This is an optimization exercise on Yosys and OpenROAD, whose aim is small area, a short achievable clock period and few clock cycles per item, not a production implementation.
Only simulation tests tie the RTL to the original design; equivalence was not proved.
Power is estimated from default activity; no workload was simulated.

==> flow/design.v <==
`timescale 1ns / 1ps
module lms_core #(
    parameter WIDTH = 16,
    parameter FRAC  = 8
)(
    input wire clk,
    input wire rst,
    input wire start,
    input wire signed [WIDTH-1:0] x_in,
    input wire signed [WIDTH-1:0] d_in,
    output reg signed [WIDTH-1:0] y_out,
    output reg signed [WIDTH-1:0] e_out,
    output reg done
);
    localparam signed [WIDTH-1:0] MU_FIXED = 16'd2; 
    reg signed [WIDTH-1:0] w0, w1, w2, w3, w4, w5, w6, w7;
    reg signed [WIDTH-1:0] x0, x1, x2, x3, x4, x5, x6, x7;
    reg [4:0] bit_idx;       
    reg signed [31:0] acc;       
    reg signed [WIDTH-1:0] w_sum;  
    reg signed [WIDTH-1:0] slice_reg; 
    reg signed [31:0] slice_shifted;
    reg signed [WIDTH-1:0] term0, term1, term2, term3, term4, term5, term6, term7;
    reg [2:0] state;
    localparam IDLE = 0, CALC_OFFSET = 1, CALC_SLICE = 2, CALC_ACC = 3, CALC_E = 4, UPDATE_W = 5;
    function signed [WIDTH-1:0] fixed_mul;
        input signed [WIDTH-1:0] a, b;
        reg signed [2*WIDTH-1:0] res;
        begin
            res = a * b;
            fixed_mul = res >>> FRAC;
        end
    endfunction
    always @(posedge clk) begin
        if (rst) begin
            w0<=0; w1<=0; w2<=0; w3<=0; w4<=0; w5<=0; w6<=0; w7<=0;
            x0<=0; x1<=0; x2<=0; x3<=0; x4<=0; x5<=0; x6<=0; x7<=0;
            y_out <= 0; e_out <= 0; done <= 0;
            state <= IDLE;
        end else begin
            case (state)
                IDLE: begin
                    done <= 0;
                    if (start) begin
                        x7<=x6; x6<=x5; x5<=x4; x4<=x3; x3<=x2; x2<=x1; x1<=x0;
                        x0 <= x_in;
                        state <= CALC_OFFSET;
                    end
                end
                CALC_OFFSET: begin
                    w_sum = w0 + w1 + w2 + w3 + w4 + w5 + w6 + w7;
                    acc <= -w_sum; 
                    bit_idx <= 0; 
                    state <= CALC_SLICE;
                end
                CALC_SLICE: begin
                    if (bit_idx == WIDTH-1) begin
                         slice_reg <= (x0[bit_idx] ? -w0 : w0) + 
                                      (x1[bit_idx] ? -w1 : w1) + 
                                      (x2[bit_idx] ? -w2 : w2) + 
                                      (x3[bit_idx] ? -w3 : w3) + 
                                      (x4[bit_idx] ? -w4 : w4) + 
                                      (x5[bit_idx] ? -w5 : w5) + 
                                      (x6[bit_idx] ? -w6 : w6) + 
                                      (x7[bit_idx] ? -w7 : w7);
                    end else begin
                         slice_reg <= (x0[bit_idx] ? w0 : -w0) + 
                                      (x1[bit_idx] ? w1 : -w1) + 
                                      (x2[bit_idx] ? w2 : -w2) + 
                                      (x3[bit_idx] ? w3 : -w3) + 
                                      (x4[bit_idx] ? w4 : -w4) + 
                                      (x5[bit_idx] ? w5 : -w5) + 
                                      (x6[bit_idx] ? w6 : -w6) + 
                                      (x7[bit_idx] ? w7 : -w7);
                    end
                    state <= CALC_ACC;
                end
                CALC_ACC: begin
                    slice_shifted = {{16{slice_reg[15]}}, slice_reg};
                    acc <= acc + (slice_shifted <<< bit_idx);
                    if (bit_idx == WIDTH-1)
                        state <= CALC_E;
                    else begin
                        bit_idx <= bit_idx + 1;
                        state <= CALC_SLICE;
                    end
                end
                CALC_E: begin
                    y_out <= acc >>> 9;
                    e_out <= d_in - (acc >>> 9);
                    state <= UPDATE_W;
                end
                UPDATE_W: begin
                    term0 = fixed_mul(MU_FIXED, x0);
                    term1 = fixed_mul(MU_FIXED, x1);
                    term2 = fixed_mul(MU_FIXED, x2);
                    term3 = fixed_mul(MU_FIXED, x3);
                    term4 = fixed_mul(MU_FIXED, x4);
                    term5 = fixed_mul(MU_FIXED, x5);
                    term6 = fixed_mul(MU_FIXED, x6);
                    term7 = fixed_mul(MU_FIXED, x7);
                    if (e_out > 0) begin
                        w0 <= w0 + term0; w1 <= w1 + term1; w2 <= w2 + term2; w3 <= w3 + term3;
                        w4 <= w4 + term4; w5 <= w5 + term5; w6 <= w6 + term6; w7 <= w7 + term7;
                    end else if (e_out < 0) begin
                        w0 <= w0 - term0; w1 <= w1 - term1; w2 <= w2 - term2; w3 <= w3 - term3;
                        w4 <= w4 - term4; w5 <= w5 - term5; w6 <= w6 - term6; w7 <= w7 - term7;
                    end
                    done <= 1;
                    state <= IDLE;
                end
            endcase
        end
    end
endmodule
==> flow/run.sh <==
#!/bin/bash
# synth_recipe.tcl (not shown) runs the flow's synth.tcl, then flattens the netlist and writes it again
# the make line also repeats each setting of config.mk as NAME=value (left out here)
make -C /OpenROAD-flow-scripts/flow DESIGN_CONFIG=/design/flow/config.mk WORK_HOME=/design/flow/orfs CLKGATE_MAP_FILE= SYNTH_SCRIPT=/design/flow/synth_recipe.tcl finish
==> flow/config.mk <==
export PLATFORM = sky130hd
export DESIGN_NAME = lms_core
export DESIGN_NICKNAME = lms_core
export VERILOG_FILES = /design/flow/design.v
export SDC_FILE = /design/flow/constraint.sdc
export NUM_CORES = 4
export LEC_CHECK = 0
export CAP_MARGIN = 20
export CORE_MARGIN = 2
export CORE_UTILIZATION = 40
export SLEW_MARGIN = 20
==> flow/constraint.sdc <==
create_clock -name core_clock -period 8.0 [get_ports {clk}]
set_input_delay 1.6000 -clock core_clock [delete_from_list [all_inputs] [get_ports {clk}]]
set_output_delay 1.6000 -clock core_clock [all_outputs]
set_load 0.01 [all_outputs]
==> results by group <==
Logic synthesis
  • Main combinational cell family by area after synthesis: adder cells
  • Post-synth top cells: nand2_1 (701), a21oi_1 (475), inv_1 (475)
  • Synthesized flop and latch total: 338
  • Cells after Synth: around 4400
  • Async S/R FF share, synth: 0%
  • Post-Synth XOR/XNOR Area: 11.7%
  • Ys Warns: 1
  • Most common cell in the synthesized netlist: nand2_1
  • Most used DFF post-synth: dfxtp_1
  • Synth Area in Compound Gates: about 15%
  • Synth area leaders: dfxtp_1 (17%), fa_1 (15%), xnor2_1 (9.0%)
  • Post-synth top area cell: dfxtp_1
  • Post-synth EDFFs: 46
  • Synth cell types: 76
  • Seq/Total Area, Yosys: between 20% and 30%
  • Mux contribution to synthesized area: 4.69%
  • Adder-cell share of the synthesized area: 23.1%
  • Post-Syn Area: 35000 µm²
  • Syn nets: roughly 4900
  • Avg Inst Size Synth: 8.02 µm²
  • Post-Synth Simple-Gate Area: 17.9%
  • Post-synth top area share: 16.7%

Worst setup path
  • Nature of the critical path endpoint: register
  • Critical path type: register to register
  • Data arrival, critical path: roughly 7.6 ns
  • WP data required: 8.31 ns
  • CP Max Fanout: 33
  • Startpoint Class: register

STA
  • Final hold violation count: 0
  • Final period utilization: 90.7%
  • Minimum clock period: 7.25 ns
  • Setup repair after global routing missed its margin: no
  • Layout Skew: 0.0240 ns
  • Final hold slack: 0.452 ns
  • Setup violators final: 0
  • Worst Tran Pin Value: 1.11 ns
  • Final worst setup slack: roughly 0.75 ns
  • Final setup TNS: 0 ns
  • Slew HR: approximately a quarter
  • Final Max Tran Viols: 0
  • Fmax: ~0.14 GHz

Layout
  • Register Area: 7230 µm²
  • Layout cells sized above 1: 4.63%
  • Multi-input logic area: roughly 25000 µm²
  • Biggest register: acc
  • # fillers: 8808
  • Max reg flops: 25
  • Non-filler cells, final: 5515
  • Fin nets: 4851
  • Synth-to-layout area growth: 9.16%

Clock network
  • CTS resizes: 0
  • CTS tree: done
  • Clock buffer depth: 3
  • # Post-CTS Setup Buffers: 0
  • Root buffer cell: clkbuf_16
  • CTS H-tree lvls: 2
  • CTS sink cnt: 338
  • Cts bufs inserted: 42
  • Reg clk slew, reported paths: ~0.06 ns
  • Cts hold-fix bufs: 0
  • Clock latency on the worst-skew pair: slightly below 0.6 ns

Die
  • Starting Density: between 40% and 50%
  • Die Height: roughly 300 µm
  • Rows: 108
  • I/O Pins: 68
  • Die span in x: ~300 µm
  • Die area: 90000 µm²
  • Core Footprint: 86800 µm²

Routing
  • DR vias/cell: 5.39
  • Total wire length: between 100000 and 150000 µm
  • DRT iter0 DRCs: 2332
  • Routed Antenna Nets: 0
  • WL/cell: ~19 µm
  • Pre-Repair DR Iteration Count: 5
  • Routed vias: 29703
  • # DRC: 0

GRT
  • Vias in the first global route: 28718
  • Initial antenna violation count: 0
  • First-pass GRT wire length: 165000 µm
  • Tot GR Track Use: 23.3%
  • Largest net degree at the start of global routing: 105
  • Gr ovfl total: 0

Placed design
  • Port Buf Inserts: 67
  • DP Cell Count: roughly 5400
  • Pre-CTS setup slack: 0.747 ns
  • GPL Wtd Cong: 0.982
  • DP Wirelength: 84900 µm

Min path
  • Min-Delay Path Class: register to register

Run status
  • Status: complete, no violations

Pwr
  • Maximum VDD drop: 0.000140 V
  • LEAKAGE: 0.0155 µW
  • Pwr per Cell Area: between 100 and 150 nW/µm²

Flow run
  • Max Cap Violations: 0
[final timing paths]
check                   from  slack, ns  cells past startpoint       endpoint
setup / recovery  bit_idx[0]       0.75                     24  slice_reg[14]
setup reg to reg  bit_idx[0]       0.75                     24  slice_reg[14]
hold reg to reg        x7[6]       0.45                      2          x7[6]
hold / removal         x7[6]       0.45                      2          x7[6]
[report_power, final]
part,internal (µW),switching [µW]
clock,1140,821
combinational,207,320
sequential,1740,33.5
total,3090,1180
[logic make-up after synthesis]
kind of cell	Yosys count
adder cells (fa/ha/maj)	487
AND/OR/NAND/NOR	1428
AO/OA/AOI/OAI	861
flip-flops	338
XOR/XNOR	467
multiplexers	109
buffers and inverters	675
[layout by cell type (no fill, tap or decap), types with 13 or more instances in the layout]
| cell | count |
|---|---|
| nor3b_1 | 13 |
| fa_1 | 267 |
| buf_4 | 50 |
| xor2_1 | 104 |
| nand4_1 | 14 |
| inv_1 | 475 |
| clkdlybuf4s50_1 | 66 |
| a21oi_1 | 475 |
| mux2i_1 | 55 |
| nor2b_1 | 56 |
| nor3_1 | 101 |
| clkbuf_1 | 14 |
| edfxtp_1 | 46 |
| nor2_1 | 321 |
| o21ai_0 | 111 |
| a21o_1 | 50 |
| clkbuf_16 | 42 |
| mux4_2 | 39 |
| and3_1 | 16 |
| or2_2 | 14 |
| xnor2_1 | 361 |
| ha_1 | 220 |
| o31ai_1 | 32 |
| nor4_1 | 22 |
| a22o_1 | 13 |
| nand2b_1 | 31 |
| dfxtp_1 | 292 |
| o21a_1 | 21 |
| or3_1 | 41 |
| nand3_1 | 53 |
| o22ai_1 | 16 |
| o41ai_1 | 13 |
| nand2_1 | 700 |
| a31oi_1 | 23 |
| a211oi_1 | 27 |
[stage by stage]
step | util (%) | cell area (µm²) | total power [µW]
detailed placement | 42.5 | 36800 | 2340
global placement | 42.5 | 36800 | 2330
floorplan | - | 35000 | 2200
finish | 44.1 | 38200 | 4260
CTS | 44.1 | 38200 | 4300
global route | 44.1 | 38200 | 4420
[area by class of cell]
cell class                 instances  share of cell area, %
clock buffer                      63                   3.14
inverter                         477                   4.68
antenna                            1                0.00654
sequential                       338                   18.9
tap                             1155                   3.78
timing repair buffer             118                   2.80
multi-input combinational       3352                   66.2
clock inverter                    11                  0.488
[routing by layer]
metal,track usage (%),part of all wire (%)
met4,8.36,3.8
met1,31.8,45
met3,2.20,4.7
met5,0,0
met2,38.5,46
[worst max-delay path: stages, from the launching register on]
cell and delay (ns):
edfxtp_1 0.39, buf_12 0.27, mux4_2 0.54, mux4_2 0.80, nor2b_1 0.26, xnor2_1 0.18, fa_1 0.50, fa_1 0.55
fa_1 0.55, inv_1 0.06, fa_1 0.54, inv_1 0.04, ha_1 0.20, inv_1 0.07, fa_1 0.20, nor2b_1 0.06
o21ai_0 0.26, a21oi_1 0.13, o21ai_0 0.23, a21oi_1 0.12, o21ai_0 0.23, a21oi_1 0.12, o41ai_1 0.34, xor2_1 0.18
mux2i_1 0.10
Testbench counts, summed over its fixed seeds: cycles 73,728, items 2,048.

what the ideal ports hide:
In the flow no input, the clock included, has a driving cell. The finished layout below was timed again as built, in two steps.
Step 1 sets driving cells, clkbuf_16 on the clock port and buf_2 on the other inputs (assumed; they add their load-dependent delay and slew).
Step 2 times the ports against the registers' clock, not the clock port: input delays grow and output delays shrink by t, the midpoint of the rising clock arrivals with the driver on.
Three values: ideal ports, drivers, drivers and shift; two values: the first two.
shift t [ns]: 0.653
slack for setup (ns): 0.746 / 0.746 / 0.746
worst hold slack (ns): 0.452 / 0.452 / 0.452
worst slew at a driven data input, ns: 0.05
cell pins on the clock port's net: 1
After both steps this run still meets setup and hold. For this run, drivers alone change the setup slack by 0.000 ns; drivers and shift together by 0.000 ns.
